This design comes from an exercise in tuning for small area and a short achievable clock period on the open sky130 flow, not from production work.
Where RTL was checked, it was by simulation tests only, not by an equivalence proof against the original.
Only the layout flow was run in runs 1 and 2; the RTL was not checked for function there.
Power figures rest on the tool's default switching activity, not on a simulated workload.

## flow/config.mk

```make
export PLATFORM = sky130hd
export DESIGN_NAME = Microprocessor
export DESIGN_NICKNAME = Microprocessor
export VERILOG_FILES = /design/flow/design.v
export SDC_FILE = /design/flow/constraint.sdc
export NUM_CORES = 4
export LEC_CHECK = 0
export CAP_MARGIN = 20
export CORE_MARGIN = 2
export CORE_UTILIZATION = 40
export CTS_CLUSTER_DIAMETER = 60
export CTS_CLUSTER_SIZE = 30
export SETUP_SLACK_MARGIN = 2.0
export SLEW_MARGIN = 20
export SYNTH_HIERARCHICAL = 1
export SYNTH_MINIMUM_KEEP_SIZE = 0
export TNS_END_PERCENT = 0
```

## flow/constraint.sdc

```tcl
create_clock -name core_clock -period 5.5 [get_ports {clk}]
set_input_delay 1.1000 -clock core_clock [delete_from_list [all_inputs] [get_ports {clk}]]
set_output_delay 1.1000 -clock core_clock [all_outputs]
set_load 0.01 [all_outputs]
```

## flow/design.v

```verilog
`timescale 1ns / 1ps
module BankRows(
		input [4:0] x,
		output [2:0] row0,
		output [2:0] row1,
		output [2:0] row2,
		output [2:0] row3
	);
	assign row0 = x[4:2] + {2'b00, x[1:0] == 2'd3};
	assign row1 = x[4:2];
	assign row2 = x[4:2] - {2'b00, x[1:0] == 2'd0};
	assign row3 = x[4:2] - {2'b00, ~x[1]};
endmodule
module AddImm(
		input [7:0] a,
		input [1:0] ic,
		output [7:0] y
	);
	reg [7:0] flip;
	integer k;
	always @(*) begin
		for (k = 0; k < 8; k = k + 1) begin
			case (ic)
				2'd0: flip[k] = 1'b0;
				2'd1: flip[k] = &(a | ~((8'd1 << k) - 8'd1));
				2'd2: flip[k] = (k == 0) ? 1'b0 : ~|(a & ((8'd1 << k) - 8'd2));
				default: flip[k] = ~|(a & ((8'd1 << k) - 8'd1));
			endcase
		end
	end
	assign y = a ^ flip;
endmodule
module BankSel(
		input [3:0] xh,
		input [3:0] ich,
		output [3:0] bank
	);
	genvar k;
	generate
		for (k = 0; k < 4; k = k + 1) begin : g_k
			assign bank[k] = (ich[0] & xh[k]) | (ich[1] & xh[(k + 3) % 4]) |
				(ich[2] & xh[(k + 2) % 4]) | (ich[3] & xh[(k + 1) % 4]);
		end
	endgenerate
endmodule
`timescale 1ns / 1ps
`timescale 1ns / 1ps
module OpDecoder(
		input [1:0] op,
		output reg [6:0] seg
	);
	always @(op) begin
		case (op)
			2'd0: seg <= 7'b1110111;  
			2'd1: seg <= 7'b0111000;  
			2'd2: seg <= 7'b1101101;  
			2'd3: seg <= 7'b0001110;  
		endcase
	end
endmodule
`timescale 1ns / 1ps
module HexDecoder(
		input [3:0] bcd,
		output [6:0] seg
	);
	assign seg = bcd == 4'd0 ? 7'b0111111 :
		bcd == 4'd1 ? 7'b0000110 :
		bcd == 4'd2 ? 7'b1011011 :
		bcd == 4'd3 ? 7'b1001111 :
		bcd == 4'd4 ? 7'b1100110 :
		bcd == 4'd5 ? 7'b1101101 :
		bcd == 4'd6 ? 7'b1111101 :
		bcd == 4'd7 ? 7'b0000111 :
		bcd == 4'd8 ? 7'b1111111 :
		bcd == 4'd9 ? 7'b1101111 :
		bcd == 4'd10 ? 7'b1110111 :
		bcd == 4'd11 ? 7'b1111100 :
		bcd == 4'd12 ? 7'b0111001 :
		bcd == 4'd13 ? 7'b1011110 :
		bcd == 4'd14 ? 7'b1111001 :
		7'b1110001;
endmodule
module HexDecoder2(
		input [1:0] bcd,
		output reg [6:0] seg
	);
	always @(*) begin
		case (bcd)
			2'd0: seg = 7'b0111111;
			2'd1: seg = 7'b0000110;
			2'd2: seg = 7'b1011011;
			default: seg = 7'b1001111;
		endcase
	end
endmodule
`timescale 1ns / 1ps
module Sel4 #(parameter W = 8) (
		input [3:0] sel,
		input [W-1:0] d0,
		input [W-1:0] d1,
		input [W-1:0] d2,
		input [W-1:0] d3,
		output [W-1:0] y
	);
	assign y = ({W{sel[0]}} & d0) | ({W{sel[1]}} & d1) | ({W{sel[2]}} & d2) | ({W{sel[3]}} & d3);
endmodule
module Dec2(
		input [1:0] x,
		output [3:0] y
	);
	assign y = 4'b0001 << x;
endmodule
module NextVal(
		input ld,
		input [7:0] ldata,
		input sel_alt,
		input [7:0] alt,
		input [7:0] hold,
		output [7:0] next
	);
	assign next = ld ? ldata : sel_alt ? alt : hold;
endmodule
`timescale 1ns / 1ps
module RowDec(
		input [2:0] row,
		output [7:0] y
	);
	assign y = 8'b00000001 << row;
endmodule
module BankRead(
		input [7:0] rsel,
		input [63:0] bytes,
		input [7:0] valid,
		output [7:0] data,
		output v
	);
	reg [8:0] y;
	integer r;
	always @(*) begin
		y = 9'd0;
		for (r = 0; r < 8; r = r + 1)
			y = y | ({9{rsel[r]}} & {valid[r], bytes[r * 8 +: 8]});
	end
	assign {v, data} = y;
endmodule
module MemInit #(parameter BANK = 0) (
		input [2:0] row,
		output [7:0] value
	);
	wire [4:0] addr = {row, BANK[1:0]};
	assign value = addr[4] ? 8'd0 - {4'd0, addr[3:0]} : {4'd0, addr[3:0]};
endmodule
module LoadMerge(
		input [7:0] data,
		input v,
		input [7:0] init,
		output [7:0] y
	);
	assign y = v ? data : init;
endmodule
`timescale 1ns / 1ps
module Microprocessor(
		input clk,
		input reset,
		input [7:0] instruction,
		output reg [7:0] pc,
		output [6:0] display_low,
		output [6:0] display_high,
		output [6:0] display_op,
		output [6:0] display_rs,
		output [6:0] display_rt,
		output [6:0] display_rd,
		output [4:0] display_pc
	);
	wire [1:0] op = instruction[7:6];
	wire [1:0] rs = instruction[5:4];
	wire [1:0] rt = instruction[3:2];
	wire [1:0] rd = instruction[1:0];
	wire [1:0] ic = instruction[1:0];
	wire [7:0] imm = {{7{instruction[1]}}, instruction[0]};
	wire is_add   = op == 2'b00;
	wire is_load  = op == 2'b01;
	wire is_store = op == 2'b10;
	wire is_jump  = op == 2'b11;
	reg [7:0] R [0:3];
	reg [7:0] M [0:31];
	reg [31:0] valid;
	reg [7:0] disp;
	wire [3:0] rs_oh, rt_oh;
	Dec2 dec_rs(.x(rs), .y(rs_oh));
	Dec2 dec_rt(.x(rt), .y(rt_oh));
	wire [7:0] a, b;
	Sel4 #(8) read_a(.sel(rs_oh), .d0(R[0]), .d1(R[1]), .d2(R[2]), .d3(R[3]), .y(a));
	Sel4 #(8) read_b(.sel(rt_oh), .d0(R[0]), .d1(R[1]), .d2(R[2]), .d3(R[3]), .y(b));
	wire [7:0] sum = a + b;
	wire [7:0] ea;
	AddImm add_imm(.a(a), .ic(ic), .y(ea));
	wire [2:0] rows [0:3][0:3];
	genvar g, h;
	generate
		for (g = 0; g < 4; g = g + 1) begin : g_rows
			BankRows bank_rows(.x(R[g][4:0]), .row0(rows[g][0]), .row1(rows[g][1]),
				.row2(rows[g][2]), .row3(rows[g][3]));
		end
	endgenerate
	wire [3:0] ic_oh;
	Dec2 dec_ic(.x(ic), .y(ic_oh));
	wire [3:0] banks [0:3];
	generate
		for (g = 0; g < 4; g = g + 1) begin : g_banks
			wire [3:0] xh;
			Dec2 dec_x(.x(R[g][1:0]), .y(xh));
			BankSel bank_sel(.xh(xh), .ich(ic_oh), .bank(banks[g]));
		end
	endgenerate
	wire [3:0] bank;
	Sel4 #(4) bank_pick(.sel(rs_oh), .d0(banks[0]), .d1(banks[1]), .d2(banks[2]), .d3(banks[3]), .y(bank));
	wire [31:0] we;
	wire [7:0] bword [0:3];
	generate
		for (h = 0; h < 4; h = h + 1) begin : g_bank
			wire [2:0] row;
			Sel4 #(3) row_sel(.sel(rs_oh), .d0(rows[0][h]), .d1(rows[1][h]), .d2(rows[2][h]),
				.d3(rows[3][h]), .y(row));
			wire [7:0] row_oh;
			RowDec row_dec(.row(row), .y(row_oh));
			wire [63:0] bytes;
			wire [7:0] bval;
			for (g = 0; g < 8; g = g + 1) begin : g_byte
				assign bytes[g * 8 +: 8] = M[g * 4 + h];
				assign bval[g] = valid[g * 4 + h];
				assign we[g * 4 + h] = is_store & bank[h] & row_oh[g];
			end
			wire [7:0] bdata, binit;
			wire bv;
			BankRead bank_read(.rsel(row_oh), .bytes(bytes), .valid(bval), .data(bdata), .v(bv));
			MemInit #(h) mem_init(.row(row), .value(binit));
			LoadMerge load_merge(.data(bdata), .v(bv), .init(binit), .y(bword[h]));
		end
	endgenerate
	wire [7:0] mdata;
	Sel4 #(8) data_sel(.sel(bank), .d0(bword[0]), .d1(bword[1]), .d2(bword[2]), .d3(bword[3]),
		.y(mdata));
	wire [7:0] rnext [0:3];
	wire [7:0] dnext;
	generate
		for (g = 0; g < 4; g = g + 1) begin : g_rnext
			NextVal next_r(.ld(is_load & rt_oh[g]), .ldata(mdata),
				.sel_alt(is_add & (rd == g)), .alt(sum), .hold(R[g]), .next(rnext[g]));
		end
	endgenerate
	NextVal next_d(.ld(is_load), .ldata(mdata), .sel_alt(is_store), .alt(ea), .hold(sum), .next(dnext));
	always @(posedge reset or posedge clk) begin
		if (reset) begin
			R[0] <= 8'd0;
			R[1] <= 8'd0;
			R[2] <= 8'd0;
			R[3] <= 8'd0;
		end else begin
			R[0] <= rnext[0];
			R[1] <= rnext[1];
			R[2] <= rnext[2];
			R[3] <= rnext[3];
		end
	end
	integer i;
	always @(posedge clk) begin
		for (i = 0; i < 32; i = i + 1)
			if (we[i])
				M[i] <= b;
	end
	always @(posedge reset or posedge clk) begin
		if (reset)
			valid <= 32'd0;
		else
			valid <= valid | we;
	end
	always @(posedge reset or posedge clk) begin
		if (reset) begin
			pc <= 8'd0;
			disp <= 8'd0;
		end else begin
			pc <= pc + (is_jump ? imm + 8'd1 : 8'd1);
			disp <= dnext;
		end
	end
	assign display_pc = pc[4:0];
	HexDecoder d_low(.bcd(disp[3:0]), .seg(display_low));
	HexDecoder d_high(.bcd(disp[7:4]), .seg(display_high));
	HexDecoder2 d_rs(.bcd(rs), .seg(display_rs));
	HexDecoder2 d_rt(.bcd(rt), .seg(display_rt));
	HexDecoder2 d_rd(.bcd(rd), .seg(display_rd));
	OpDecoder d_op(.op(op), .seg(display_op));
endmodule
```

## flow/flow/run.sh

```bash
#!/bin/bash
# Standard layout, with the port buffers made of buf_1 cells instead of the
# cell buffer_ports picks by itself.
set -euo pipefail
export BUFFER_PORTS_ARGS="-buffer_cell sky130_fd_sc_hd__buf_1"
bash standard.sh > standard_make.log 2>&1
```

## flow/standard.sh

```bash
#!/bin/bash
# synth_recipe.tcl (not shown) runs the flow's synth.tcl, then flattens the netlist and writes it again
# the make line also repeats each setting of config.mk as NAME=value (left out here)
make -C /OpenROAD-flow-scripts/flow DESIGN_CONFIG=/design/flow/config.mk WORK_HOME=/design/flow/orfs CLKGATE_MAP_FILE= SYNTH_SCRIPT=/design/flow/synth_recipe.tcl "${@:-finish}"
```

==> summary.md, run 1 <==
| Metric | Value |
|---|---|
| Largest net degree at the start of global routing | `50` |
| Count of inserted antenna diode cells | `0` |
| Clock slew at reported path FFs | `0.09 ns` |
| Combinational fraction of design power | `47.4%` |
| Vertical die dimension | `~210 um` |
| Via count of the first global-routing pass | `11,254` |
| Total routing resource utilization after global routing | `19.6%` |
| Clock network power share | `19.7%` |
| Routed Antenna Nets | `0` |
| Gpl congestion | `0.806` |
| Slew Limit Headroom | `a little under a third` |
| Worst Hold Class | `primary input to asynchronous set/reset pin` |
| Total iterations of the first detailed-routing run | `5` |
| Endpoint kind of the worst setup timing path | `flip-flop` |
| Highest clock frequency the design can meet | `around 270 MHz` |
| Final Hold Vio Count | `0` |
| Number of top-level pins | `65` |
| Fraction of the cycle the final worst path needs | `66.9%` |
| Power per unit of standard cell area | `580 nW/um^2` |
| Die extent in x | `213 um` |
| Power Internal | `6.57 mW` |
| Net Switching | `approximately 4.7 mW` |
| Commonest non-fill, non-tap cell in the layout | `sky130_fd_sc_hd__edfxtp_1` |
| Number of synthesis warnings | `15` |
| Cell accounting for the most synthesized area | `sky130_fd_sc_hd__edfxtp_1` |
| Setup repair after global routing missed its margin | `yes` |
| Count of clock tree sinks | `between 300 and 400` |
| Part of the total power dissipated in sequential elements | `32.9%` |
| Skew final | `~0.021 ns` |
| Placement Rows | `76` |
| P&R area growth vs syn | `10.8%` |
| Arrival time worst endpoint | `4.10 ns` |
| Cell types occupying the most area after synthesis | `sky130_fd_sc_hd__edfxtp_1 44%, sky130_fd_sc_hd__dfrtp_1 11%, sky130_fd_sc_hd__a22oi_1 9.7%` |
| Final-report setup violation count | `0` |
| Clock tree from TritonCTS | `built` |
| First-pass GRT wire length | `67,600 um` |
| Unique cell type count in the Yosys netlist | `60` |
| Proportion of synthesized flip-flops having asynchronous set or reset | `23.8%` |
| Final wirelength | `44,300 um` |
| Die area | `approximately 45,000 sq um` |
| Vias per cell | `~5.7` |
| Share of synthesized area occupied by flip-flops and latches | `55.4%` |
| Insertion delay of the later-clocked pin in the worst-skew pair | `0.58 ns` |
| Slew Viols, Final | `0` |
| Slew @ Worst Pin | `about 1.0 ns` |
| Number of buffers created by CTS | `27` |
| DPL Wire Length | `about 29,000 um` |
| Critical path class | `flip-flop to flip-flop` |
| Ratio of cells with drive above 1 in the final layout | `21.4%` |
| Register bit count reported by yosys | `approximately 340` |
| Fin nets | `between 1,000 and 1,500` |
| Clock tree root driver cell | `sky130_fd_sc_hd__clkbuf_16` |
| WL/cell | `roughly 22 um` |
| GR Overflow Total | `0` |
| CORE AREA | `between 40,000 and 50,000 sq um` |
| DR iter-0 viols | `1,041` |
| Worst ir drop on vdd | `0.307 mV` |
| Remaining design rule violation count | `0` |
| Number of H-tree levels | `1` |
| Crit Path Max Fanout | `6` |
| Required time of the critical path | `between 5 and 6 ns` |
| Predominant post-synthesis flop cell | `sky130_fd_sc_hd__edfxtp_1` |
| Synthesized area | `17,500 sq um` |
| Leakage power | `roughly 7.3 nW` |
| Launching element type of the critical path | `flip-flop` |
| EDFF count, synth | `256` |
| Synth top area share | `between 40 and 50%` |
| Final standard cell utilization of the core | `44.9%` |
| Synth Instances | `1,388` |
| Initial standard-cell utilization of the core | `40.5%` |
| Hold Buf Count CTS | `0` |
| Via count of the routed design | `11,602` |
| Buffers on Ports | `61` |
| Number of antenna violations at the first check in global routing | `1` |
| Clock period minus final worst setup slack | `about 3.7 ns` |
| Result of the run | `finished clean` |
| Synthesized area per cell | `12.6 sq um` |
| Max-cap violations | `0` |
| Most frequent cells in the layout | `256 x sky130_fd_sc_hd__edfxtp_1, 208 x sky130_fd_sc_hd__a22oi_1, 92 x sky130_fd_sc_hd__nand2_1, 71 x sky130_fd_sc_hd__buf_4, 68 x sky130_fd_sc_hd__dfrtp_1` |
| Maximum number of buffers from clock root to sink | `3` |
| Total Negative Setup Slacks | `0 ns` |
| Net Sw Frac | `between 40% and 50%` |
-- sequential cells by signal, indices dropped and copies added (netlist names) --
signal,count
pc,8
disp,8
R,32
valid,32
M,256
-- modules after synthesis, one instance, submodules excluded, a selection --
| module | copies in the design | flip-flops and latches |
|---|---|---|
| AddImm | 1 | 0 |
| BankRead | 4 | 0 |
| BankRows | 4 | 0 |
| BankSel | 4 | 0 |
| Dec2 | 7 | 0 |
| HexDecoder | 2 | 0 |
| HexDecoder2 | 3 | 0 |
| LoadMerge | 4 | 0 |
| Microprocessor | 1 | 336 |
| NextVal | 5 | 0 |
| OpDecoder | 1 | 0 |
| RowDec | 4 | 0 |
-- final timing paths --
path	depth (start not counted)	endpoint	slack, ns	from
setup / recovery	16	R[1][0]	1.82	R[2][0]
hold / removal	2	valid[24]	0.42	reset
setup reg to reg	16	R[1][0]	1.82	R[2][0]
hold reg to reg	1	valid[8]	0.47	valid[8]
max in group asynchronous	3	valid[26]	4.25	reset
min in group core_clock	1	valid[8]	0.47	valid[8]
-- stage by stage --
step           worst slack (ns)  power [mW]  cell area (sq um)  hold WS (ns)  cells
2_1_floorplan              1.93        7.50              17500         0.434   1389
3_3_place_gp              0.497        8.47              17700         0.447   1949
3_5_place_dp              0.398        8.56              17700         0.452   1949
4_1_cts                    1.95        11.0              19100         0.474   2020
5_1_grt                    1.74        11.9              19400         0.434   2041
6_report                   1.82        11.2              19400         0.425   2041
-- per-layer routing --
metal	vias up	wire length, um	global-route usage [%]
met1	5833	19600	27.0
met3	87	2270	2.27
met2	381	20900	31.7
li1	5301	-	-
met5	-	0	0
met4	0	1610	7.76
-- logic make-up after synthesis --
logic type,Yosys count,synth area share [%]
AO/OA/AOI/OAI,340,14.7
XOR/XNOR,42,2.10
adder cells (fa/ha/maj),47,3.45
buffers and inverters,176,7.36
flip-flops,336,55.4
multiplexers,76,5.29
other,8,0.172
AND/OR/NAND/NOR,363,11.6
-- final cells by class --
type	count	area, sq um
multi-input cells	881	6850
inverters	54	204
clock buffers	28	679
repair buffers	136	828
fillers	3899	23800
clock inverters	21	394
well taps	585	732
flip-flops and latches	336	9700
-- power groups by stage --
stage | Sequential (mW) | Combinational [mW] | Clock, mW
finish | 3.70 | 5.33 | 2.22
global route | 3.74 | 5.79 | 2.36
CTS | 3.69 | 5.09 | 2.27
detailed placement | 3.75 | 4.81 | 0
global placement | 3.74 | 4.73 | 0
floorplan | 3.56 | 3.95 | 0
-- worst max-delay path, stage by stage, from the launching register on --
cell                      delay [ns]
sky130_fd_sc_hd__dfrtp_2        0.48
sky130_fd_sc_hd__and2_4         0.18
sky130_fd_sc_hd__ha_4           0.16
sky130_fd_sc_hd__ha_4           0.15
sky130_fd_sc_hd__xor2_1         0.17
sky130_fd_sc_hd__a22oi_2        0.27
sky130_fd_sc_hd__nand2_2        0.14
sky130_fd_sc_hd__nor3b_2        0.18
sky130_fd_sc_hd__buf_4          0.16
sky130_fd_sc_hd__a22oi_2        0.24
sky130_fd_sc_hd__nand4_1        0.31
sky130_fd_sc_hd__buf_4          0.24
sky130_fd_sc_hd__mux2_4         0.29
sky130_fd_sc_hd__a22oi_2        0.20
sky130_fd_sc_hd__nand2_2        0.18
sky130_fd_sc_hd__nand2_1        0.11
sky130_fd_sc_hd__o21ai_1        0.08
-- Yosys cell counts (all sizes together) (4+ instances only) --
master  number
a21o         4
a21oi       17
a22oi      256
and2        20
and2b        7
and3        38
and3b       12
buf        114
clkbuf       8
conb         8
dfrtp       80
edfxtp     256
ha          45
inv         54
mux2        33
mux2i       43
nand2      113
nand2b      17
nand3        9
nand4       38
nor2        26
nor2b       10
nor3        15
nor3b       12
o21ai       45
o22ai        7
or2         35
xnor2       12
xor2        30
-- what timing repair did --
item                                    in CTS  in global routing
pin swaps                                   10                 13
cloned                                       3                  1
buffers inserted                            19                 19
endpoints found under the setup margin      52                244
resized for setup                           50                 35
==> inputs of run 2 (changes only) <==
--- a/flow/config.mk
+++ b/flow/config.mk
@@ -11,5 +11,5 @@
 export CTS_CLUSTER_DIAMETER = 60
 export CTS_CLUSTER_SIZE = 30
-export SETUP_SLACK_MARGIN = 2.0
+export SETUP_SLACK_MARGIN = 3.0
 export SLEW_MARGIN = 20
 export SYNTH_HIERARCHICAL = 1
==> run 2 against run 1 <==
Effect of this change: still clean on timing, DRC and antenna; first-iteration DRC count fell by 1.8%; die area unchanged; register-to-register slack better by 0.20 ns; non-clock buffer count grew 13; sequential share of layout area fell by 0.38 points; final cell count is 0.64% higher; setup slack gained 0.20 ns; largest power group unchanged; cell area increased by 0.77%.
==> summary.md, run 2 <==
| Metric | Value |
|---|---|
| Routed Antenna Nets | `0 (unchanged)` |
| Proportion of synthesized flip-flops having asynchronous set or reset | `23.8% (unchanged)` |
| Hold_sp | `valid[9]` |
| Arrival time worst endpoint | `3.89 ns (-0.21 ns)` |
| Max-cap violations | `0 (unchanged)` |
| Register containing the most flip-flops in the final layout | `M` |
| Unique cell type count in the Yosys netlist | `60 (unchanged)` |
| Clock period minus final worst setup slack | `3.48 ns (-0.201 ns)` |
| GR Overflow Total | `0 (unchanged)` |
| Pre-CTS setup slack | `0.626 ns (+0.228 ns)` |
| Launching element type of the critical path | `flip-flop` |
| Share of synthesized area occupied by flip-flops and latches | `55.4% (unchanged)` |
| EDFF count, synth | `256 (unchanged)` |
| Final-report setup violation count | `0 (unchanged)` |
| Crit Path Max Fanout | `5 (-1)` |
| Total routing resource utilization after global routing | `20.0% (+0.44 points)` |
| Power per unit of standard cell area | `580 nW/um^2 (about the same)` |
| Buffers plus inverters on the worst setup path | `1 (-1)` |
| Largest net degree at the start of global routing | `57 (+14%)` |
| Commonest non-fill, non-tap cell in the layout | `sky130_fd_sc_hd__edfxtp_1` |
| Largest registers | `M (256), R (32), valid (32)` |
| Count of clock tree sinks | `336 (unchanged)` |
| Final Hold Vio Count | `0 (unchanged)` |
| Cell accounting for the most synthesized area | `sky130_fd_sc_hd__edfxtp_1` |
| Endpoint kind of the worst setup timing path | `flip-flop` |
| Ratio of cells with drive above 1 in the final layout | `23.8% (+2.3 points)` |
| Die extent in x | `213 um (unchanged)` |
| Number of flip-flops in the largest register | `256 (unchanged)` |
| Synth Instances | `1,388 (unchanged)` |
| Worst Hold Class | `flip-flop to flip-flop` |
| Clock tree from TritonCTS | `built` |
| Number of synthesis warnings | `15 (unchanged)` |
| Placement Rows | `76 (unchanged)` |
| Setup repair after global routing missed its margin | `yes` |
| Clock tree root driver cell | `sky130_fd_sc_hd__clkbuf_16` |
| CORE AREA | `43,200 sq um (unchanged)` |
| Maximum number of buffers from clock root to sink | `3 (unchanged)` |
| Highest clock frequency the design can meet | `287 MHz (+5.8%)` |
| Leakage power | `7.30 nW (+0.56%)` |
| Critical path, cell by cell | `and2_1 -> ha_1 -> ha_1 -> a22oi_2 -> nand2_2 -> and3b_2 -> buf_4 -> a22oi_1 -> nand4_1 -> mux2_4 -> a22oi_2 -> nand2_2 -> nand2_1 -> o21ai_1` |
| Synth top area share | `43.9% (unchanged)` |
| Slew Viols, Final | `0 (unchanged)` |
| Most frequent cells in the layout | `256 x sky130_fd_sc_hd__edfxtp_1, 188 x sky130_fd_sc_hd__a22oi_1, 91 x sky130_fd_sc_hd__nand2_1, 82 x sky130_fd_sc_hd__buf_4` |
| Result of the run | `finished clean` |
| Cell types occupying the most area after synthesis | `sky130_fd_sc_hd__edfxtp_1 44%, sky130_fd_sc_hd__dfrtp_1 11%, sky130_fd_sc_hd__a22oi_1 9.7%` |
| Fraction of the cycle the final worst path needs | `63.3% (-3.6 points)` |
| Total Negative Setup Slacks | `0 ns (unchanged)` |
| Synthesized area | `17,500 sq um (unchanged)` |
| Area of combinational cells with multiple inputs | `7080 sq um (+3.4%)` |
| First-pass GRT wire length | `69,500 um (+2.8%)` |
| Predominant post-synthesis flop cell | `sky130_fd_sc_hd__edfxtp_1` |
| P&R area growth vs syn | `11.6%` |
| Slew Limit Headroom | `45.8% (+14 points)` |
| Buffers on Ports | `61 (unchanged)` |
| Initial standard-cell utilization of the core | `40.5% (unchanged)` |
| WL/cell | `22.3 um (+3.0%)` |
| Number of top-level pins | `65 (unchanged)` |
| Gpl congestion | `0.833 (+3.3%)` |
| Cell with the most instances after synthesis | `sky130_fd_sc_hd__edfxtp_1` |
| Critical path class | `flip-flop to flip-flop` |
| Remaining design rule violation count | `0 (unchanged)` |
| Insertion delay of the later-clocked pin in the worst-skew pair | `0.56 ns (-0.02 ns)` |
| Worst ir drop on vdd | `0.254 mV (-17%)` |
| Most numerous cell types in the synthesized netlist | `256 x sky130_fd_sc_hd__edfxtp_1, 226 x sky130_fd_sc_hd__a22oi_1, 113 x sky130_fd_sc_hd__nand2_1` |
| Number of buffers created by CTS | `24 (-11%)` |
| Register bit count reported by yosys | `336 (unchanged)` |
| Via count of the routed design | `11,771 (+1.5%)` |
| Total iterations of the first detailed-routing run | `5 (unchanged)` |
| Total area of sequential cells | `9700 sq um (unchanged)` |
| Skew final | `0.0296 ns (+0.00878 ns)` |
| Hold Buf Count CTS | `0 (unchanged)` |
| Synthesized area per cell | `12.6 sq um (unchanged)` |
| Top cell family by delay on the critical path | `simple AND/OR/NAND/NOR gates` |
| Die area | `45,400 sq um (unchanged)` |
| Final wirelength | `45,900 um (+3.6%)` |
| Crit-path max cell delay | `0.46 ns (-0.02 ns)` |
| Clock slew at reported path FFs | `0.09 ns (about the same)` |
| Final setup slack of the worst path | `2.02 ns (+0.201 ns)` |
| Slew @ Worst Pin | `0.811 ns (-0.206 ns)` |
| Vias per cell | `5.73 (+0.81%)` |
| Non-filler instance count after layout | `2,054 (+0.64%)` |
| Required time of the critical path | `5.91 ns (about the same)` |
| Number of H-tree levels | `1 (unchanged)` |
| Dpl cells | `1,947 (-0.10%)` |
| Slowest cell on the critical path | `sky130_fd_sc_hd__dfrtp_2` |
| Fin nets | `1,508 (+1.0%)` |
| Reg-to-reg critical path endpoint | `R[1][7]` |
| DR iter-0 viols | `1,022 (-1.8%)` |
| R2R Path Start | `R[1][0]` |
| Cell count of the worst hold path | `1` |
| Worst reg2reg path depth | `14 (-2)` |
| Number of antenna violations at the first check in global routing | `0 (-1)` |
| Count of inserted antenna diode cells | `0 (unchanged)` |
| DPL Wire Length | `28,600 um (-0.20%)` |
| Number of fillers in the final layout | `3,923 (+0.62%)` |
| Vertical die dimension | `213 um (unchanged)` |
| Via count of the first global-routing pass | `11,398 (+1.3%)` |
| Hold path endpoint | `valid[9]` |
| Worst reg-to-reg setup slack | `2.02 ns (+0.20 ns)` |
-- run 2: cell counts after synthesis --
Identical to the previous run, type by type.
-- run 2: timing repair --
item,4_1_cts,5_1_grt
gates cloned,4,5
resized for setup,67,27
setup buffers,42,12
endpoints found under the setup margin,371,373
pin swaps,30,23
-- run 2: area by class of cell --
type,count,area share [%]
sequential,336,49.7
multi-input combinational,886,36.2
timing repair buffer,149,4.80
tap,585,3.75
clock buffer,28,3.31
clock inverter,16,1.19
inverter,54,1.05
-- run 2: worst max-delay path by stage --
stage / start / end / slack, ns / depth (start not counted)
2_1_floorplan: instruction[5] / disp[0] / 2.17 / 13
3_3_place_gp: instruction[5] / R[0][7] / 0.64 / 13
3_5_place_dp: instruction[5] / R[1][7] / 0.63 / 13
4_1_cts: R[2][1] / R[1][5] / 2.07 / 15
5_1_grt: R[2][0] / R[2][4] / 1.90 / 15
6_report: R[1][0] / R[1][7] / 2.02 / 14
-- run 2: power breakdown --
group          switching (mW)  total [mW]  internal (mW)
clock network            1.02        1.99          0.970
logic                    3.30        5.68           2.38
registers               0.391        3.66           3.27
total                    4.71        11.3           6.62
-- run 2: through the flow --
step | power (mW) | instance area (sq um) | util [%] | hold slack (ns)
final | 11.3 | 19500 | 45.3 | 0.470
after global routing | 11.9 | 19500 | 45.3 | 0.488
after CTS | 11.1 | 19300 | 44.7 | 0.473
after detailed placement | 8.70 | 17800 | 41.2 | 0.453
after global placement | 8.62 | 17800 | 41.2 | 0.449
after floorplan | 7.58 | 17700 | - | 0.434
-- run 2: cell families (layout without fill, tap and decap cells) --
kind of cell | count (synthesis) | count (layout) | share of synthesized area, %
other | 8 | 9 | 0.172
AOI/OAI and AO/OA | 340 | 340 | 14.7
buffers and inverters | 176 | 247 | 7.36
muxes | 76 | 76 | 5.29
adders and majority gates | 47 | 47 | 3.45
DFF | 336 | 336 | 55.4
and+or+nand+nor | 363 | 372 | 11.6
xor gates and xnor gates | 42 | 42 | 2.10
-- run 2: metal layers --
metal,global-route usage (%),routed length [um],up-vias
met1,27.7,20300,5980
met5,0,0,-
met4,6.03,1100,0
met2,33.1,21900,403
met3,2.40,2580,65
li1,-,-,5323
-- run 2: modules after synthesis, one instance, submodules excluded, a selection --
| module | cells | cell area (sq um) | times used | flip-flops and latches |
|---|---|---|---|---|
| BankRows | 21 | 160 | 4 | 0 |
| BankSel | 12 | 75.1 | 4 | 0 |
| Dec2 | 4 | 26.3 | 7 | 0 |
| OpDecoder | 15 | 118 | 1 | 0 |
| NextVal | 26 | 173 | 5 | 0 |
| AddImm | 35 | 248 | 1 | 0 |
| HexDecoder | 36 | 224 | 2 | 0 |
| HexDecoder2 | 8 | 42.5 | 3 | 0 |
==> inputs of run 3 (changes only) <==
--- a/flow/design.v
+++ b/flow/design.v
@@ -131,31 +131,14 @@
 		input [7:0] rsel,
 		input [63:0] bytes,
-		input [7:0] valid,
-		output [7:0] data,
-		output v
-	);
-	reg [8:0] y;
+		output [7:0] data
+	);
+	reg [7:0] y;
 	integer r;
 	always @(*) begin
-		y = 9'd0;
+		y = 8'd0;
 		for (r = 0; r < 8; r = r + 1)
-			y = y | ({9{rsel[r]}} & {valid[r], bytes[r * 8 +: 8]});
-	end
-	assign {v, data} = y;
-endmodule
-module MemInit #(parameter BANK = 0) (
-		input [2:0] row,
-		output [7:0] value
-	);
-	wire [4:0] addr = {row, BANK[1:0]};
-	assign value = addr[4] ? 8'd0 - {4'd0, addr[3:0]} : {4'd0, addr[3:0]};
-endmodule
-module LoadMerge(
-		input [7:0] data,
-		input v,
-		input [7:0] init,
-		output [7:0] y
-	);
-	assign y = v ? data : init;
+			y = y | ({8{rsel[r]}} & bytes[r * 8 +: 8]);
+	end
+	assign data = y;
 endmodule
 `timescale 1ns / 1ps
@@ -185,5 +168,4 @@
 	reg [7:0] R [0:3];
 	reg [7:0] M [0:31];
-	reg [31:0] valid;
 	reg [7:0] disp;
 	wire [3:0] rs_oh, rt_oh;
@@ -226,15 +208,9 @@
 			RowDec row_dec(.row(row), .y(row_oh));
 			wire [63:0] bytes;
-			wire [7:0] bval;
 			for (g = 0; g < 8; g = g + 1) begin : g_byte
 				assign bytes[g * 8 +: 8] = M[g * 4 + h];
-				assign bval[g] = valid[g * 4 + h];
 				assign we[g * 4 + h] = is_store & bank[h] & row_oh[g];
 			end
-			wire [7:0] bdata, binit;
-			wire bv;
-			BankRead bank_read(.rsel(row_oh), .bytes(bytes), .valid(bval), .data(bdata), .v(bv));
-			MemInit #(h) mem_init(.row(row), .value(binit));
-			LoadMerge load_merge(.data(bdata), .v(bv), .init(binit), .y(bword[h]));
+			BankRead bank_read(.rsel(row_oh), .bytes(bytes), .data(bword[h]));
 		end
 	endgenerate
@@ -265,14 +241,15 @@
 	end
 	integer i;
-	always @(posedge clk) begin
-		for (i = 0; i < 32; i = i + 1)
-			if (we[i])
-				M[i] <= b;
-	end
 	always @(posedge reset or posedge clk) begin
-		if (reset)
-			valid <= 32'd0;
-		else
-			valid <= valid | we;
+		if (reset) begin
+			for (i = 0; i < 16; i = i + 1) begin
+				M[i] <= i;
+				M[i + 16] <= -i;
+			end
+		end else begin
+			for (i = 0; i < 32; i = i + 1)
+				if (we[i])
+					M[i] <= b;
+		end
 	end
 	always @(posedge reset or posedge clk) begin
==> flow/flow/run.sh (replaced) <==
#!/bin/bash
# Standard layout, with the port buffers made of buf_2 cells instead of the
# cell buffer_ports picks by itself.
set -euo pipefail
export BUFFER_PORTS_ARGS="-buffer_cell sky130_fd_sc_hd__buf_2"
bash standard.sh > standard_make.log 2>&1
==> run 3 against run 2 <==
Effect of this change: still clean on timing, DRC and antenna; register-to-register slack improved by 0.45 ns; core utilization up 0.75 points; die area fell by 0.82%; final cell count rose by 5.5%; synthesized area decreased by 0.84%; largest cell class is now multi-input gates.
==> summary.md, run 3 <==
| Metric | Value |
|---|---|
| Die area | `45,100 sq um (-0.82%)` |
| Share of synthesized area occupied by flip-flops and latches | `44.7% (-11 points)` |
| Final standard cell utilization of the core | `46.0% (+0.75 points)` |
| Pre-CTS setup slack | `1.19 ns (+0.568 ns)` |
| Most numerous cell types in the synthesized netlist | `256 x sky130_fd_sc_hd__mux2_2, 210 x sky130_fd_sc_hd__a22oi_1, 180 x sky130_fd_sc_hd__dfrtp_1` |
| Worst ir drop on vdd | `0.189 mV (-26%)` |
| Largest registers | `M (256), R (32)` |
| Power per unit of standard cell area | `238 nW/um^2 (-59%)` |
| Setup repair after global routing missed its margin | `yes` |
| Max-cap violations | `0 (unchanged)` |
| Launching element type of the critical path | `primary input` |
| Number of synthesis warnings | `15 (unchanged)` |
| Register containing the most flip-flops in the final layout | `M` |
| Synth Instances | `1,502 (+8.2%)` |
| Clock period minus final worst setup slack | `3.08 ns (-0.403 ns)` |
| Synthesized area per cell | `11.6 sq um (-8.4%)` |
| WL/cell | `21.7 um (-2.7%)` |
| Final-report setup violation count | `0 (unchanged)` |
| Count of clock tree sinks | `304 (-9.5%)` |
| Buffers on Ports | `61 (unchanged)` |
| Number of antenna violations at the first check in global routing | `1 (+1)` |
| R2R Path Start | `R[3][1]` |
| Worst reg-to-reg setup slack | `2.47 ns (+0.45 ns)` |
| Hold Buf Count CTS | `0 (unchanged)` |
| Remaining design rule violation count | `0 (unchanged)` |
| Critical path class | `primary input to flip-flop` |
| Die extent in x | `212 um (-0.41%)` |
| Fraction of the cycle the final worst path needs | `55.9% (-7.3 points)` |
| Largest net degree at the start of global routing | `135 (+140%)` |
| Non-filler instance count after layout | `2,166 (+5.5%)` |
| Synthesized area | `17,400 sq um (-0.84%)` |
| Slew Limit Headroom | `40.4% (-5.4 points)` |
| Cell accounting for the most synthesized area | `sky130_fd_sc_hd__dfrtp_1` |
| Number of buffers created by CTS | `26 (+8.3%)` |
| Placement Rows | `76 (unchanged)` |
| Maximum number of buffers from clock root to sink | `3 (unchanged)` |
| Unique cell type count in the Yosys netlist | `56 (-6.7%)` |
| Fin Hold WS | `0.468 ns (-0.00119 ns)` |
| Total power | `4.70 mW (-59%)` |
| Total iterations of the first detailed-routing run | `5 (unchanged)` |
| Skew final | `0.0215 ns (-0.00820 ns)` |
| Result of the run | `finished clean` |
| GR Overflow Total | `0 (unchanged)` |
| Routed Antenna Nets | `0 (unchanged)` |
| DR iter-0 viols | `1,012 (-0.98%)` |
| Slew @ Worst Pin | `0.894 ns (+0.0835 ns)` |
| Post-detailed-placement cell area | `17,700 sq um (-0.34%)` |
| Highest clock frequency the design can meet | `325 MHz (+13%)` |
| Final cell area excluding filler cells | `19,800 sq um (+1.2%)` |
| Number of top-level pins | `65 (unchanged)` |
| Worst Hold Class | `flip-flop to flip-flop` |
| Final Hold Vio Count | `0 (unchanged)` |
| Most frequent cells in the layout | `256 x sky130_fd_sc_hd__mux2_2, 165 x sky130_fd_sc_hd__dfrtp_1, 150 x sky130_fd_sc_hd__a22oi_1, 124 x sky130_fd_sc_hd__dfstp_2, 90 x sky130_fd_sc_hd__a22oi_2` |
| Total Negative Setup Slacks | `0 ns (unchanged)` |
| Proportion of synthesized flip-flops having asynchronous set or reset | `100% (+76 points)` |
| Vias per cell | `5.69 (-0.70%)` |
| Via count of the routed design | `12,326 (+4.7%)` |
| Commonest non-fill, non-tap cell in the layout | `sky130_fd_sc_hd__mux2_2` |
| Ratio of cells with drive above 1 in the final layout | `51.9% (+28 points)` |
| Clock tree root driver cell | `sky130_fd_sc_hd__clkbuf_16` |
| Via count of the first global-routing pass | `12,329 (+8.2%)` |
| Initial standard-cell utilization of the core | `40.4% (-0.16 points)` |
| First-pass GRT wire length | `73,400 um (+5.6%)` |
| Final wirelength | `47,100 um (+2.6%)` |
| Register bit count reported by yosys | `304 (-9.5%)` |
| Clock slew at reported path FFs | `0.08 ns (about the same)` |
| Dpl cells | `2,062 (+5.9%)` |
| Insertion delay of the later-clocked pin in the worst-skew pair | `0.57 ns (about the same)` |
| DPL Wire Length | `29,600 um (+3.6%)` |
| P&R area growth vs syn | `13.9%` |
| Hold_sp | `pc[7]` |
| Vertical die dimension | `212 um (-0.41%)` |
| Cell with the most instances after synthesis | `sky130_fd_sc_hd__mux2_2` |
| Slew Viols, Final | `0 (unchanged)` |
| Final setup slack of the worst path | `2.42 ns (+0.403 ns)` |
| Synth top area share | `26.0% (-18 points)` |
| Cell types occupying the most area after synthesis | `sky130_fd_sc_hd__dfrtp_1 26%, sky130_fd_sc_hd__dfstp_2 19%, sky130_fd_sc_hd__mux2_2 17%` |
| EDFF count, synth | `0 (-100%)` |
| CORE AREA | `43,000 sq um (-0.44%)` |
| Fin nets | `1,617 (+7.2%)` |
| Clock tree from TritonCTS | `built` |
| Endpoint kind of the worst setup timing path | `flip-flop` |
| Gpl congestion | `0.857 (+2.9%)` |
| Crit Path Max Fanout | `11 (+6)` |
| CP Launch Point | `instruction[4]` |
| Arrival time worst endpoint | `3.50 ns (-0.39 ns)` |
| Total routing resource utilization after global routing | `20.8% (+0.83 points)` |
| Number of flip-flops in the largest register | `256 (unchanged)` |
| Count of inserted antenna diode cells | `0 (unchanged)` |
| Predominant post-synthesis flop cell | `sky130_fd_sc_hd__dfrtp_1` |
| Required time of the critical path | `5.92 ns (about the same)` |
| Number of H-tree levels | `1 (unchanged)` |
| Leakage power | `8.58 nW (+18%)` |
[run 3: cell types whose count changed after synthesis, sizes merged, moves of 6 or more]
cell	before	now
nand2	113	144
xor2	30	24
or2	35	3
edfxtp	256	0
clkbuf	8	30
mux2	33	256
dfstp	0	124
buf	114	89
a22oi	256	240
and3	38	5
dfrtp	80	180
[run 3: final timing paths]
| check | end | depth (start not counted) |
|---|---|---|
| worst max-delay path | R[1][4] | 12 |
| worst min-delay path | pc[7] | 1 |
| worst max register to register | R[1][4] | 14 |
| worst min register to register | pc[7] | 1 |
| max in group asynchronous | M[24][2] | 3 |
| min in group asynchronous | M[27][3] | 2 |
[run 3: worst max-delay path, cell delays in order]
cell and delay [ns]:
sky130_fd_sc_hd__buf_4 0.19, sky130_fd_sc_hd__nor2_4 0.07, sky130_fd_sc_hd__buf_4 0.17, sky130_fd_sc_hd__a22oi_1 0.29, sky130_fd_sc_hd__nand2_2 0.19, sky130_fd_sc_hd__and3b_2 0.32
sky130_fd_sc_hd__a22oi_1 0.24, sky130_fd_sc_hd__nand4_1 0.28, sky130_fd_sc_hd__a22oi_2 0.31, sky130_fd_sc_hd__nand2_2 0.16, sky130_fd_sc_hd__nand2_1 0.10, sky130_fd_sc_hd__o21ai_1 0.08
[run 3: modules after synthesis (local to each module, per instance), excerpt]
module,area [sq um],copies in the design,cells
Microprocessor,11700,1,710
BankRead,379,4,48
AddImm,248,1,35
HexDecoder,224,2,36
NextVal,173,5,26
BankRows,160,4,21
OpDecoder,118,1,15
BankSel,75.1,4,12
RowDec,65.1,4,8
HexDecoder2,42.5,3,8
Dec2,26.3,7,4
[run 3: cell families (layout without fill, tap and decap cells)]
| kind of cell | after synthesis | count (layout) | synth area share (%) |
|---|---|---|---|
| AND/OR/NAND/NOR | 323 | 332 | 10.4 |
| AO/OA/AOI/OAI | 321 | 321 | 13.9 |
| flip-flops | 304 | 304 | 44.7 |
| multiplexers | 300 | 300 | 19.1 |
| buffers and inverters | 168 | 238 | 6.45 |
| adder cells (fa/ha/maj) | 46 | 46 | 3.40 |
| XOR/XNOR | 37 | 37 | 1.87 |
| other | 3 | 3 | 0.0649 |
[run 3: area by class of cell]
cell class,count,area (sq um)
fill,3924,23200
multi-input combinational,1039,9150
sequential,304,7780
timing repair buffer,141,1040
tap,585,732
clock buffer,30,707
inverter,49,188
clock inverter,18,169
[run 3: power by group]
group | total (mW) | switching, mW | internal (mW)
Clock | 1.92 | 0.953 | 0.966
Sequential | 2.32 | 0.0529 | 2.27
Combinational | 0.459 | 0.288 | 0.171
[run 3: per-layer routing]
metal  up-vias  GRT usage, %  wire length (um)
li1       5603             -                 -
met1      6366          29.1             21700
met2       278          33.7             22100
met3        77          2.81              2060
met4         2          6.39              1260
met5         -             0                11
[run 3: repair_timing]
item,4_1_cts,5_1_grt
endpoints found under the setup margin,335,339
gates resized for setup,145,43
buffers inserted,32,11
gates cloned,10,3
pin swaps,62,38
==> inputs of run 4 (changes only) <==
==> flow/flow/run.sh (replaced) <==
#!/bin/bash
# Standard layout, with the port buffers made of buf_1 cells instead of the
# cell buffer_ports picks by itself.
set -euo pipefail
export BUFFER_PORTS_ARGS="-buffer_cell sky130_fd_sc_hd__buf_1"
bash standard.sh > standard_make.log 2>&1
--- a/flow/config.mk
+++ b/flow/config.mk
@@ -11,5 +11,5 @@
 export CTS_CLUSTER_DIAMETER = 60
 export CTS_CLUSTER_SIZE = 30
-export SETUP_SLACK_MARGIN = 3.0
+export SETUP_SLACK_MARGIN = 3.5
 export SLEW_MARGIN = 20
 export SYNTH_HIERARCHICAL = 1
==> run 4 against run 3 <==
Effect of this change: final cell count grew 0.55%; sequential share of layout area shrank 0.094 points; hold slack gained 0.015 ns; synthesized cell count is the same; non-clock buffer count grew 11; wire length grew 0.42%; first-iteration DRC count shrank 13%; largest cell class unchanged; largest power group unchanged.
==> summary.md, run 4 <==
| Metric | Value |
|---|---|
| Total Negative Setup Slacks | `0 ns (unchanged)` |
| Hold Buf Count CTS | `0 (unchanged)` |
| Synth top area share | `26.0% (unchanged)` |
| Number of fillers in the final layout | `3,955 (+0.79%)` |
| Routed Antenna Nets | `0 (unchanged)` |
| Number of synthesis warnings | `15 (unchanged)` |
| Die extent in x | `212 um (unchanged)` |
| Count of clock tree sinks | `304 (unchanged)` |
| DR iter-0 viols | `876 (-13%)` |
| Synth Instances | `1,502 (unchanged)` |
| Launching element type of the critical path | `primary input` |
| CORE AREA | `43,000 sq um (unchanged)` |
| Setup repair after global routing missed its margin | `yes` |
| Placement Rows | `76 (unchanged)` |
| Largest net degree at the start of global routing | `171 (+27%)` |
| Slew @ Worst Pin | `0.991 ns (+0.0970 ns)` |
| Total iterations of the first detailed-routing run | `5 (unchanged)` |
| Clock period minus final worst setup slack | `3.06 ns (-0.0194 ns)` |
| Proportion of synthesized flip-flops having asynchronous set or reset | `100% (unchanged)` |
| Largest registers | `M (256), R (32)` |
| Remaining design rule violation count | `0 (unchanged)` |
| Fraction of the cycle the final worst path needs | `55.6% (-0.35 points)` |
| Number of top-level pins | `65 (unchanged)` |
| Number of flip-flops in the largest register | `256 (unchanged)` |
| Dpl cells | `2,064 (+0.097%)` |
| Worst Hold Class | `flip-flop to flip-flop` |
| Total power | `4.76 mW (+1.3%)` |
| Number of H-tree levels | `1 (unchanged)` |
| Register bit count reported by yosys | `304 (unchanged)` |
| Arrival time worst endpoint | `3.46 ns (-0.04 ns)` |
| Total routing resource utilization after global routing | `21.3% (+0.43 points)` |
| Final-report setup violation count | `0 (unchanged)` |
| Final Hold Vio Count | `0 (unchanged)` |
| Clock tree from TritonCTS | `built` |
| WL/cell | `21.7 um (-0.13%)` |
| First-pass GRT wire length | `74,700 um (+1.8%)` |
| Non-filler instance count after layout | `2,178 (+0.55%)` |
| Commonest non-fill, non-tap cell in the layout | `sky130_fd_sc_hd__mux2_2` |
| Endpoint kind of the worst setup timing path | `flip-flop` |
| Leakage power | `8.57 nW (about the same)` |
| Via count of the routed design | `12,351 (+0.20%)` |
| Die area | `45,100 sq um (unchanged)` |
| Number of antenna violations at the first check in global routing | `0 (-1)` |
| Register containing the most flip-flops in the final layout | `M` |
| Critical path class | `primary input to flip-flop` |
| Count of inserted antenna diode cells | `0 (unchanged)` |
| Unique cell type count in the Yosys netlist | `56 (unchanged)` |
| Clock tree root driver cell | `sky130_fd_sc_hd__clkbuf_16` |
| EDFF count, synth | `0 (unchanged)` |
| Via count of the first global-routing pass | `12,534 (+1.7%)` |
| GR Overflow Total | `0 (unchanged)` |
| Crit Path Max Fanout | `13 (+2)` |
| Initial standard-cell utilization of the core | `40.4% (unchanged)` |
| Highest clock frequency the design can meet | `327 MHz (+0.63%)` |
| Final setup slack of the worst path | `2.44 ns (+0.0194 ns)` |
| Slew Viols, Final | `0 (unchanged)` |
| Ratio of cells with drive above 1 in the final layout | `48.1% (-3.7 points)` |
| Vias per cell | `5.67 (-0.35%)` |
| Gpl congestion | `0.863 (+0.74%)` |
| Max-cap violations | `0 (unchanged)` |
| Number of buffers created by CTS | `27 (+3.8%)` |
| Power per unit of standard cell area | `240 nW/um^2 (+1.0%)` |
| Final standard cell utilization of the core | `46.1% (+0.13 points)` |
| Clock slew at reported path FFs | `0.08 ns (about the same)` |
| Maximum number of buffers from clock root to sink | `3 (unchanged)` |
| Cell with the most instances after synthesis | `sky130_fd_sc_hd__mux2_2` |
| Most frequent cells in the layout | `256 x sky130_fd_sc_hd__mux2_2, 165 x sky130_fd_sc_hd__a22oi_1, 163 x sky130_fd_sc_hd__dfrtp_1, 124 x sky130_fd_sc_hd__dfstp_2, 86 x sky130_fd_sc_hd__nand2_1` |
| Required time of the critical path | `5.91 ns (about the same)` |
| Slew Limit Headroom | `33.9% (-6.5 points)` |
| Pre-CTS setup slack | `1.15 ns (-0.0486 ns)` |
| Predominant post-synthesis flop cell | `sky130_fd_sc_hd__dfrtp_1` |
| Buffers on Ports | `61 (unchanged)` |
| Insertion delay of the later-clocked pin in the worst-skew pair | `0.58 ns (about the same)` |
| Result of the run | `finished clean` |
| Share of synthesized area occupied by flip-flops and latches | `44.7% (unchanged)` |
| Fin nets | `1,628 (+0.68%)` |
| Cell types occupying the most area after synthesis | `sky130_fd_sc_hd__dfrtp_1 26%, sky130_fd_sc_hd__dfstp_2 19%, sky130_fd_sc_hd__mux2_2 17%` |
| Most numerous cell types in the synthesized netlist | `256 x sky130_fd_sc_hd__mux2_2, 210 x sky130_fd_sc_hd__a22oi_1, 180 x sky130_fd_sc_hd__dfrtp_1` |
| Skew final | `0.0386 ns (+0.0172 ns)` |
| Worst ir drop on vdd | `0.182 mV (-3.6%)` |
| DPL Wire Length | `30,000 um (+1.4%)` |
| Synthesized area per cell | `11.6 sq um (unchanged)` |
| P&R area growth vs syn | `14.3%` |
| Vertical die dimension | `212 um (unchanged)` |
| Synthesized area | `17,400 sq um (unchanged)` |
| Cell accounting for the most synthesized area | `sky130_fd_sc_hd__dfrtp_1` |
| Final wirelength | `47,300 um (+0.42%)` |
## run 4: cell counts after synthesis
No cell type changed its count.
## run 4: kinds of logic (layout without fill, tap and decap cells)
family,after synthesis,in the layout,share of synthesized area (%)
AOI/OAI and AO/OA,321,321,13.9
xor gates and xnor gates,37,37,1.87
adders and majority gates,46,46,3.40
buffers and inverters,168,251,6.45
DFF,304,304,44.7
muxes,300,300,19.1
other,3,3,0.0649
and+or+nand+nor,323,331,10.4
## run 4: routing by layer
metal	global-route usage [%]	part of all wire, %	vias up
met2	35.2	48	332
met4	7.89	3.6	0
met3	2.45	4.3	89
met5	0	0	-
li1	-	-	5619
met1	28.8	44	6311
## run 4: final timing paths
path                                      from       to  slack (ns)  depth (start not counted)
worst min-delay path                     pc[7]    pc[7]        0.48                          1
worst min register to register           pc[7]    pc[7]        0.48                          1
worst max-delay path            instruction[5]  R[1][1]        2.44                         13
max in group asynchronous                reset  R[0][3]        3.56                          4
worst max register to register         R[2][1]  R[1][1]        2.46                         15
min in group asynchronous                reset  M[3][3]        0.71                          3
## run 4: metrics by stage
stage	instance area, sq um	hold slack [ns]
2_1_floorplan	17400	0.480
3_3_place_gp	17700	0.457
3_5_place_dp	17700	0.466
4_1_cts	19600	0.479
5_1_grt	19800	0.518
6_report	19800	0.484
## run 4: area by class of cell
cell class | instances | area [sq um] | area share, %
clock inverters | 21 | 228 | 1.15
well taps | 585 | 732 | 3.69
inverters | 49 | 188 | 0.946
repair buffers | 152 | 1060 | 5.36
multi-input cells | 1038 | 9130 | 46.1
flip-flops and latches | 304 | 7780 | 39.3
clock buffers | 29 | 703 | 3.55
## run 4: critical path, cell delays in order
cell and delay (ns):
sky130_fd_sc_hd__buf_6 0.16, sky130_fd_sc_hd__and2b_4 0.26, sky130_fd_sc_hd__buf_4 0.15, sky130_fd_sc_hd__a22oi_1 0.20, sky130_fd_sc_hd__nand2_1 0.19, sky130_fd_sc_hd__nor3b_1 0.19
sky130_fd_sc_hd__buf_4 0.18, sky130_fd_sc_hd__a22oi_1 0.26, sky130_fd_sc_hd__nand4_1 0.21, sky130_fd_sc_hd__a22oi_1 0.21, sky130_fd_sc_hd__nand2_2 0.15, sky130_fd_sc_hd__nand2_1 0.10
sky130_fd_sc_hd__o21ai_1 0.07
## run 4: repair_timing
item / CTS / global route
gates cloned: 10 / 0
endpoints found under the hold margin: 0 / 0
gates resized for setup: 159 / 31
endpoints found under the setup margin: 354 / 401
setup buffers: 45 / 9
pin swaps: 61 / 30
## run 4: power breakdown
part	switching [mW]	internal (mW)	total (mW)
logic	0.297	0.160	0.456
clock network	0.989	0.992	1.98
registers	0.0543	2.27	2.33
## run 4: per-module statistics from Yosys, one instance, submodules excluded, a selection
module,flip-flops and latches,cell area (sq um),cells inside
Dec2,0,26.3,4
BankRows,0,160,21
HexDecoder2,0,42.5,8
OpDecoder,0,118,15
HexDecoder,0,224,36
AddImm,0,248,35
RowDec,0,65.1,8
Microprocessor,304,11700,710
BankRead,0,379,48
NextVal,0,173,26
BankSel,0,75.1,12
==> inputs of run 5 (changes only) <==
--- a/flow/config.mk
+++ b/flow/config.mk
@@ -11,5 +11,5 @@
 export CTS_CLUSTER_DIAMETER = 60
 export CTS_CLUSTER_SIZE = 30
-export SETUP_SLACK_MARGIN = 3.5
+export SETUP_SLACK_MARGIN = 2.5
 export SLEW_MARGIN = 20
 export SYNTH_HIERARCHICAL = 1
==> run 5 against run 4 <==
Effect of this change: still clean; non-clock buffer count grew 18; sequential share of layout area shrank 0.19 points; die area is the same; clock skew shrank 0.00056 ns; count of clock-buffer cells in the layout is the same; setup slack lost 0.026 ns; fmax shrank 0.84%; final cell count grew 0.87%; clock power is essentially flat; first-iteration DRC count grew 9.1%; sequential power is essentially flat; wire length grew 0.34%; largest cell class unchanged; largest power group unchanged.
==> summary.md, run 5 <==
| Metric | Value |
|---|---|
| Insertion delay of the later-clocked pin in the worst-skew pair | `0.58 ns (about the same)` |
| Final cell area excluding filler cells | `19,900 sq um (+0.44%)` |
| Largest registers | `M (256), R (32)` |
| Count of clock tree sinks | `304 (unchanged)` |
| Fin Hold WS | `0.484 ns (-0.000170 ns)` |
| Count of inserted antenna diode cells | `0 (unchanged)` |
| Largest net degree at the start of global routing | `171 (unchanged)` |
| Maximum number of buffers from clock root to sink | `3 (unchanged)` |
| Worst reg-to-reg setup slack | `2.42 ns (-0.04 ns)` |
| Final Hold Vio Count | `0 (unchanged)` |
| Number of top-level pins | `65 (unchanged)` |
| Total Negative Setup Slacks | `0 ns (unchanged)` |
| Required time of the critical path | `5.94 ns (+0.03 ns)` |
| Register bit count reported by yosys | `304 (unchanged)` |
| Synth Instances | `1,502 (unchanged)` |
| Clock tree root driver cell | `sky130_fd_sc_hd__clkbuf_16` |
| Ratio of cells with drive above 1 in the final layout | `48.0% (-0.20 points)` |
| Synthesized area per cell | `11.6 sq um (unchanged)` |
| Slew Viols, Final | `0 (unchanged)` |
| CORE AREA | `43,000 sq um (unchanged)` |
| Setup repair after global routing missed its margin | `yes` |
| Cell accounting for the most synthesized area | `sky130_fd_sc_hd__dfrtp_1` |
| Crit Path Max Fanout | `6 (-7)` |
| Power per unit of standard cell area | `240 nW/um^2 (-0.12%)` |
| Result of the run | `finished clean` |
| Proportion of synthesized flip-flops having asynchronous set or reset | `100% (unchanged)` |
| Initial standard-cell utilization of the core | `40.4% (unchanged)` |
| Max-cap violations | `0 (unchanged)` |
| Critical path class | `flip-flop to flip-flop` |
| Worst Hold Class | `flip-flop to flip-flop` |
| Final wirelength | `47,400 um (+0.34%)` |
| Hold Buf Count CTS | `0 (unchanged)` |
| Predominant post-synthesis flop cell | `sky130_fd_sc_hd__dfrtp_1` |
| WL/cell | `21.6 um (-0.53%)` |
| Worst ir drop on vdd | `0.183 mV (+0.65%)` |
| Commonest non-fill, non-tap cell in the layout | `sky130_fd_sc_hd__mux2_2` |
| Register containing the most flip-flops in the final layout | `M` |
| Via count of the routed design | `12,476 (+1.0%)` |
| Die extent in x | `212 um (unchanged)` |
| Post-detailed-placement cell area | `17,700 sq um (unchanged)` |
| Leakage power | `8.66 nW (+1.0%)` |
| Clock tree from TritonCTS | `built` |
| Share of synthesized area occupied by flip-flops and latches | `44.7% (unchanged)` |
| Total iterations of the first detailed-routing run | `6 (+1)` |
| Total routing resource utilization after global routing | `20.6% (-0.65 points)` |
| Slew Limit Headroom | `31.6% (-2.3 points)` |
| GR Overflow Total | `0 (unchanged)` |
| Most frequent cells in the layout | `256 x sky130_fd_sc_hd__mux2_2, 176 x sky130_fd_sc_hd__a22oi_1, 166 x sky130_fd_sc_hd__dfrtp_1, 124 x sky130_fd_sc_hd__dfstp_2, 91 x sky130_fd_sc_hd__buf_4` |
| Most numerous cell types in the synthesized netlist | `256 x sky130_fd_sc_hd__mux2_2, 210 x sky130_fd_sc_hd__a22oi_1, 180 x sky130_fd_sc_hd__dfrtp_1` |
| Cell with the most instances after synthesis | `sky130_fd_sc_hd__mux2_2` |
| Via count of the first global-routing pass | `12,251 (-2.3%)` |
| Slew @ Worst Pin | `1.03 ns (+0.0349 ns)` |
| Crit-path max cell delay | `0.42 ns (+0.16 ns)` |
| Vertical die dimension | `212 um (unchanged)` |
| Arrival time worst endpoint | `3.52 ns (+0.06 ns)` |
| Non-filler instance count after layout | `2,197 (+0.87%)` |
| Launching element type of the critical path | `flip-flop` |
| Number of antenna violations at the first check in global routing | `0 (unchanged)` |
| DR iter-0 viols | `956 (+9.1%)` |
| Remaining design rule violation count | `0 (unchanged)` |
| Fin nets | `1,647 (+1.2%)` |
| Total power | `4.78 mW (+0.31%)` |
| First-pass GRT wire length | `72,500 um (-2.9%)` |
| Number of fillers in the final layout | `3,968 (+0.33%)` |
| Clock period minus final worst setup slack | `3.08 ns (+0.0259 ns)` |
| Dpl cells | `2,064 (unchanged)` |
| Fraction of the cycle the final worst path needs | `56.1% (+0.47 points)` |
| Buffers on Ports | `61 (unchanged)` |
| Cell types occupying the most area after synthesis | `sky130_fd_sc_hd__dfrtp_1 26%, sky130_fd_sc_hd__dfstp_2 19%, sky130_fd_sc_hd__mux2_2 17%` |
| Synth top area share | `26.0% (unchanged)` |
| Number of H-tree levels | `1 (unchanged)` |
| Routed Antenna Nets | `0 (unchanged)` |
| EDFF count, synth | `0 (unchanged)` |
| Gpl congestion | `0.863 (unchanged)` |
| Endpoint kind of the worst setup timing path | `flip-flop` |
| Die area | `45,100 sq um (unchanged)` |
| P&R area growth vs syn | `14.8%` |
| Clock slew at reported path FFs | `0.08 ns (about the same)` |
| Number of buffers created by CTS | `27 (unchanged)` |
| Number of synthesis warnings | `15 (unchanged)` |
| Final-report setup violation count | `0 (unchanged)` |
| Number of flip-flops in the largest register | `256 (unchanged)` |
| Slowest cell on the critical path | `sky130_fd_sc_hd__dfrtp_2` |
| Critical path, cell by cell | `buf_6 -> nor2_4 -> ha_4 -> ha_4 -> xor2_1 -> a22oi_2 -> nand2_2 -> and3b_2 -> buf_12 -> a22oi_1 -> nand4_1 -> a22oi_2 -> nand2_2 -> nand2_1 -> o21ai_1` |
| Vias per cell | `5.68 (+0.14%)` |
| DPL Wire Length | `30,000 um (unchanged)` |
| Placement Rows | `76 (unchanged)` |
| Synthesized area | `17,400 sq um (unchanged)` |
| Highest clock frequency the design can meet | `324 MHz (-0.84%)` |
| Skew final | `0.0381 ns (-0.000561 ns)` |
| Unique cell type count in the Yosys netlist | `56 (unchanged)` |
-- run 5: cell counts after synthesis --
Identical to the previous run, type by type.
-- run 5: critical path: cells and delay by family, from the launching register on --
| family | cells | cell delay (ns) |
|---|---|---|
| flops | 1 | 0.42 |
| buf+inv | 2 | 0.28 |
| fa+ha+maj | 2 | 0.30 |
| simple gates | 6 | 0.94 |
| compound gates | 4 | 0.84 |
| xor+xnor | 1 | 0.15 |
-- run 5: logic make-up after synthesis --
family,after synthesis,share of synthesized area (%)
adders and majority gates,46,3.40
DFF,304,44.7
buffers and inverters,168,6.45
AOI/OAI and AO/OA,321,13.9
xor gates and xnor gates,37,1.87
other,3,0.0649
and+or+nand+nor,323,10.4
muxes,300,19.1
-- run 5: where the power goes --
| group | internal [mW] | switching [mW] |
|---|---|---|
| clock network | 0.992 | 0.995 |
| registers | 2.27 | 0.0548 |
| logic | 0.168 | 0.297 |
-- run 5: timing repair --
item                                    4_1_cts  5_1_grt
resized for setup                            66      109
buffers inserted                             22       48
endpoints found under the setup margin      303      308
pin swaps                                    14       47
cloned                                        5        8
hold endpoints to repair                      0        0
-- run 5: per-module statistics from Yosys, one instance, submodules excluded, excerpt --
module / times used / cell area [sq um]
Microprocessor: 1 / 11700
OpDecoder: 1 / 118
BankRows: 4 / 160
RowDec: 4 / 65.1
BankSel: 4 / 75.1
HexDecoder2: 3 / 42.5
HexDecoder: 2 / 224
Dec2: 7 / 26.3
AddImm: 1 / 248
-- run 5: final cells by class --
class,instances,area [sq um],area share (%)
clock buffer,29,703,3.53
clock inverter,21,228,1.14
inverter,49,190,0.955
multi-input combinational,1039,9100,45.7
sequential,304,7780,39.1
tap,585,732,3.68
timing repair buffer,170,1180,5.95
-- run 5: per-layer routing --
layer / global-route usage [%] / share of wire, % / routed length [um] / vias up
met2: 34.3 / 49 / 23100 / 304
met4: 6.92 / 2.7 / 1300 / 0
met5: 0 / 0 / 0 / -
met1: 28.2 / 44 / 20900 / 6432
li1: - / - / - / 5672
met3: 2.22 / 4.5 / 2130 / 68
-- run 5: per-stage QoR --
| step | utilization [%] | setup WS [ns] |
|---|---|---|
| after floorplan | - | 0.458 |
| after global placement | 41.1 | 1.23 |
| after detailed placement | 41.1 | 1.15 |
| after CTS | 44.2 | 2.38 |
| after global routing | 46.3 | 2.28 |
| final | 46.3 | 2.42 |
-- run 5: path summary, 6_finish.rpt --
check,start,endpoint,depth (start not counted)
min,pc[7],pc[7],1
max,R[2][1],disp[2],15
min reg2reg,pc[7],pc[7],1
max reg2reg,R[2][1],disp[2],15
max in group asynchronous,reset,R[2][3],4
min in group asynchronous,reset,M[3][3],3
==> inputs of run 6 (changes only) <==
--- a/flow/config.mk
+++ b/flow/config.mk
@@ -8,8 +8,8 @@
 export CAP_MARGIN = 20
 export CORE_MARGIN = 2
-export CORE_UTILIZATION = 40
+export CORE_UTILIZATION = 55
 export CTS_CLUSTER_DIAMETER = 60
 export CTS_CLUSTER_SIZE = 30
-export SETUP_SLACK_MARGIN = 2.5
+export SETUP_SLACK_MARGIN = 3.0
 export SLEW_MARGIN = 20
 export SYNTH_HIERARCHICAL = 1
==> run 6 against run 5 <==
Effect of this change: synthesized cell count unchanged; sequential power about the same; largest cell class unchanged; power is 2.4% higher; combinational power barely moved; final cell count is 8.7% lower; die area shrank 27%; critical endpoint is now R[3][6]; largest power group unchanged; fmax grew 1.9%; via count is 0.81% lower.
==> summary.md, run 6 <==
| Metric | Value |
|---|---|
| Cell accounting for the most synthesized area | `sky130_fd_sc_hd__dfrtp_1` |
| Clock slew at reported path FFs | `0.07 ns (about the same)` |
| Insertion delay of the later-clocked pin in the worst-skew pair | `0.57 ns (about the same)` |
| Clock network power share | `43.1% (+1.5 points)` |
| Combinational fraction of design power | `9.5% (-0.2 points)` |
| Final-report setup violation count | `0 (unchanged)` |
| Initial standard-cell utilization of the core | `55.4% (+15 points)` |
| Critical path class | `primary input to flip-flop` |
| Ratio of cells with drive above 1 in the final layout | `51.0% (+3.0 points)` |
| Number of flip-flops in the largest register | `256 (unchanged)` |
| Synthesized area per cell | `11.6 sq um (unchanged)` |
| Buffers plus inverters on the worst setup path | `2 (unchanged)` |
| Most numerous cell types in the synthesized netlist | `256 x sky130_fd_sc_hd__mux2_2, 210 x sky130_fd_sc_hd__a22oi_1, 180 x sky130_fd_sc_hd__dfrtp_1` |
| Power per unit of standard cell area | `246 nW/um^2 (+2.6%)` |
| Number of top-level pins | `65 (unchanged)` |
| Slowest cell on the critical path | `sky130_fd_sc_hd__a22oi_2` |
| Launching element type of the critical path | `primary input` |
| Proportion of synthesized flip-flops having asynchronous set or reset | `100% (unchanged)` |
| Area fraction in and, or, nand and nor cells after synthesis | `10.4% (unchanged)` |
| Register bit count reported by yosys | `304 (unchanged)` |
| Arrival time worst endpoint | `3.44 ns (-0.08 ns)` |
| Total Negative Setup Slacks | `0 ns (unchanged)` |
| Vertical die dimension | `182 um (-14%)` |
| Share of synthesized area occupied by flip-flops and latches | `44.7% (unchanged)` |
| Via count of the routed design | `12,375 (-0.81%)` |
| Result of the run | `finished clean` |
| Unique cell type count in the Yosys netlist | `56 (unchanged)` |
| Number of synthesis warnings | `15 (unchanged)` |
| Largest registers | `M (256), R (32)` |
| Clock period minus final worst setup slack | `3.03 ns (-0.0571 ns)` |
| Endpoint kind of the worst setup timing path | `flip-flop` |
| Xor-xnor portion of the synthesized cell area | `1.87% (unchanged)` |
| Number of antenna violations at the first check in global routing | `0 (unchanged)` |
| Hold Buf Count CTS | `0 (unchanged)` |
## run 6: changes by cell type in the layout (fill, tap and decap cells not counted), moves of 4 or more
cell                      delta
sky130_fd_sc_hd__a22oi_1    -46
sky130_fd_sc_hd__ha_4        -5
sky130_fd_sc_hd__and2_4      -4
sky130_fd_sc_hd__buf_4       -7
sky130_fd_sc_hd__nand2_2     +5
sky130_fd_sc_hd__inv_12      -5
sky130_fd_sc_hd__ha_1        +4
sky130_fd_sc_hd__a22oi_2    +46
## run 6: power groups by stage
stage	Combinational (mW)	Clock (mW)	Sequential, mW
final	0.464	2.11	2.32
after CTS	0.462	2.14	2.32
after detailed placement	0.405	0	2.36
after global placement	0.398	0	2.36
after global routing	0.506	2.24	2.33
after floorplan	0.317	0	2.36
## run 6: repair_timing
action                                  4_1_cts  5_1_grt
endpoints found under the setup margin      339      338
gates resized for setup                     181       52
pin swaps                                    64       43
buffers inserted                             52        8
cloned                                       12        2
## run 6: final cells by class
class	count	share of cell area [%]
clock inverters	18	1.08
well taps	402	2.53
multi-input cells	1039	46.6
clock buffers	34	3.95
inverters	49	0.944
flip-flops and latches	304	39.2
repair buffers	160	5.72
## run 6: kinds of logic after synthesis
kind of cell | after synthesis
AOI/OAI and AO/OA | 321
xor gates and xnor gates | 37
adders and majority gates | 46
buffers and inverters | 168
DFF | 304
muxes | 300
other | 3
and+or+nand+nor | 323
## run 6: per-module statistics from Yosys, one instance, submodules excluded, a selection
module | flops+latches | times used | cell area, sq um
Dec2 | 0 | 7 | 26.3
HexDecoder2 | 0 | 3 | 42.5
HexDecoder | 0 | 2 | 224
BankSel | 0 | 4 | 75.1
Microprocessor | 304 | 1 | 11700
RowDec | 0 | 4 | 65.1
BankRows | 0 | 4 | 160
AddImm | 0 | 1 | 248
OpDecoder | 0 | 1 | 118
BankRead | 0 | 4 | 379
NextVal | 0 | 5 | 173
## run 6: per-layer routing
| layer | global-route usage (%) | share of wire (%) | vias to the layer above | wire length (um) |
|---|---|---|---|---|
| li1 | - | - | 5658 | - |
| met1 | 41.9 | 47 | 6331 | 21700 |
| met4 | 6.83 | 2.6 | 0 | 1230 |
| met5 | 0 | 0 | - | 0 |
| met3 | 4.25 | 5.9 | 69 | 2740 |
| met2 | 43.0 | 45 | 317 | 20900 |
## run 6: final timing paths
check                                    start       end  slack [ns]  cells past startpoint
worst min-delay path                     pc[7]     pc[7]        0.47                      1
max in group asynchronous                reset  M[18][0]        3.56                      3
worst max-delay path            instruction[4]   R[3][6]        2.47                     12
min in group asynchronous                reset  M[21][2]        0.69                      2
worst min register to register           pc[7]     pc[7]        0.47                      1
worst max register to register         R[2][1]   R[3][6]        2.48                     13
## run 6: through the flow
| stage | power, mW | util (%) |
|---|---|---|
| detailed placement | 2.77 | 55.7 |
| finish | 4.89 | 63.5 |
| CTS | 4.93 | 62.6 |
| global route | 5.07 | 63.5 |
| floorplan | 2.68 | - |
| global placement | 2.76 | 55.7 |
